This design comes from an exercise in tuning for small area, a short achievable clock period and few clock cycles per item on the open sky130 flow, not from production work.
Only simulation tests tie the RTL to the original design; equivalence was not proved.

Setup of rev 12:
## SHA256
module SHA256(
clk,
rst_n,
valid_in,
valid_out,
message,
Hash_result);
export LEC_CHECK = 0
export ABC_AREA = 1
export CAP_MARGIN = 20
export CORE_MARGIN = 2
export CORE_UTILIZATION = 40
export CTS_CLUSTER_DIAMETER = 80
export CTS_CLUSTER_SIZE = 20
export SETUP_SLACK_MARGIN = 5
export SLEW_MARGIN = 20
create_clock -name core_clock -period 10.0 [get_ports {clk}]
standard.sh (not shown) runs the stock make flow with config.mk's settings and CLKGATE_MAP_FILE= SYNTH_SCRIPT=/design/flow/synth_recipe.tcl, a recipe that flattens the netlist after the stock synthesis.
==> flow/flow/run.sh <==
#!/bin/bash
# The standard layout (the standard.sh, whose synthesis is unchanged), with
# two changes to how the layout is made:
#  - repair_timing aims for a setup margin of 6.25 ns instead of 5 ns;
#  - the buffer put on every input and output port is buf_1.
# The make output goes to flow_make.log in this folder.
set -euo pipefail
bash standard.sh SETUP_SLACK_MARGIN=6.25 "BUFFER_PORTS_ARGS=-buffer_cell sky130_fd_sc_hd__buf_1" finish > flow_make.log 2>&1
Testbench counts of rev 12, summed over its fixed seeds: cycles 16,648, hashes 256.
--- input diff rev 12..rev 13 ---
--- a/flow/flow/run.sh
+++ b/flow/flow/run.sh
@@ -4 +4 @@
-#  - repair_timing aims for a setup margin of 6.25 ns instead of 5 ns;
+#  - repair_timing aims for a setup margin of 6 ns instead of 5 ns;
@@ -8 +8 @@
-bash standard.sh SETUP_SLACK_MARGIN=6.25 "BUFFER_PORTS_ARGS=-buffer_cell sky130_fd_sc_hd__buf_1" finish > flow_make.log 2>&1
+bash standard.sh SETUP_SLACK_MARGIN=6 "BUFFER_PORTS_ARGS=-buffer_cell sky130_fd_sc_hd__buf_1" finish > flow_make.log 2>&1
--- a/flow/config.mk
+++ b/flow/config.mk
@@ -11 +11 @@
-export CORE_UTILIZATION = 40
+export CORE_UTILIZATION = 55
Findings:
Relative to rev 12, share of the core filled with cells in the final layout has gone up in rev 13.
Relative to rev 12, post-route standard cell area excluding fillers has gone down in rev 13.
Number of CTS-inserted buffers: rev 13 vs rev 12 down 3.6%
From rev 12 to rev 13 the numbers moved as follows: die area shrank by 27%; fraction of area in registers grew by 2.1 points; maximum clock frequency shrank by 5.9 MHz; total wirelength of the detailed-routed design shrank by about 5.6%; post-layout worst setup margin shrank by 0.097 ns.
NOTE final cell count rev 12->rev 13 decreased by a few percent
| max-slew headroom at the worst pin | rev 13 vs rev 12 | worse |
Rev 13 reports a lower critical path depth than rev 12 does.


Another version of the RTL of SHA256 (not shown whole).
Size: ~840 flip-flops, about 700 I/O pins.
==> flow/config.mk <==
export PLATFORM = sky130hd
export DESIGN_NAME = SHA256
export DESIGN_NICKNAME = SHA256
export VERILOG_FILES = /design/flow/design.v
export SDC_FILE = /design/flow/constraint.sdc
export NUM_CORES = 4
export LEC_CHECK = 0
export CAP_MARGIN = 20
export CORE_MARGIN = 2
export CORE_UTILIZATION = 40
export CTS_CLUSTER_DIAMETER = 80
export CTS_CLUSTER_SIZE = 20
export SETUP_SLACK_MARGIN = 5
export SLEW_MARGIN = 20
==> flow/constraint.sdc <==
create_clock -name core_clock -period 10.0 [get_ports {clk}]
set_input_delay 2.0000 -clock core_clock [delete_from_list [all_inputs] [get_ports {clk}]]
set_output_delay 2.0000 -clock core_clock [all_outputs]
set_load 0.01 [all_outputs]
==> flow/flow/run.sh <==
#!/bin/bash
# The standard layout (the standard.sh, whose synthesis is unchanged), with
# two changes to how the layout is made:
#  - repair_timing aims for a setup margin of 5.5 ns instead of 5 ns;
#  - the buffer put on every input and output port is buf_1.
# The make output goes to flow_make.log in this folder.
set -euo pipefail
bash standard.sh SETUP_SLACK_MARGIN=5.5 "BUFFER_PORTS_ARGS=-buffer_cell sky130_fd_sc_hd__buf_1" finish > flow_make.log 2>&1
Testbench counts at the start, summed over its fixed seeds: cycles 16,648, hashes 256.
==> next run, changes <==
==> flow/flow/run.sh (replaced) <==
#!/bin/bash
# The standard layout (the standard.sh, whose synthesis is unchanged), with
# two changes to how the layout is made:
#  - repair_timing aims for a setup margin of 6 ns instead of 5 ns;
#  - the buffer put on every input and output port is buf_1.
# The make output goes to flow_make.log in this folder.
set -euo pipefail
bash standard.sh SETUP_SLACK_MARGIN=6 "BUFFER_PORTS_ARGS=-buffer_cell sky130_fd_sc_hd__buf_1" finish > flow_make.log 2>&1
CTS_CLUSTER_DIAMETER = not set   (was 80)
CTS_CLUSTER_SIZE = not set   (was 20)
The new run finished with antenna rules left.
Worst setup slack is better by 0.056 ns.
Global-route usage came out higher by 0.85 points.
Non-clock buffer count came out higher by 25.
Maximum frequency rose by 1.1%.
Register-to-register slack improves by 0.06 ns.
Die area is unchanged.
Worst hold slack gains 0.016 ns.
Via count climbs by 1.3%.

==> port drivers added, routing unchanged <==
Ports are ideal in the flow. The routed layouts listed here were re-timed in OpenROAD. Step 1 assumes that a clkbuf_16 drives the clock port and a buf_2 every other input. Step 2 also shifts input and output timing later by t, the mid clock arrival at the registers, as if the neighbouring blocks saw the same clock. a / b / c = no drivers / after step 1 / after step 2; a / b = the first two.
run | t (ns) | setup slack, ns | worst data-port slew with drivers (ns) | pins driven straight from the clock port
rev 12 | 0.779 | 6.004 / 6.004 / 5.608 | 0.13 | 1
rev 13 | 0.749 | 5.908 / 5.908 / 5.297 | 0.09 | 1
the first run of note 2 | 0.779 | 5.053 / 5.053 / 5.053 | 0.18 | 1
the second run of note 2 | 0.784 | 5.109 / 5.109 / 5.109 | 0.21 | 1
For rev 13, which loses most, drivers alone change the setup slack by 0.000 ns; drivers and shift together by -0.611 ns.
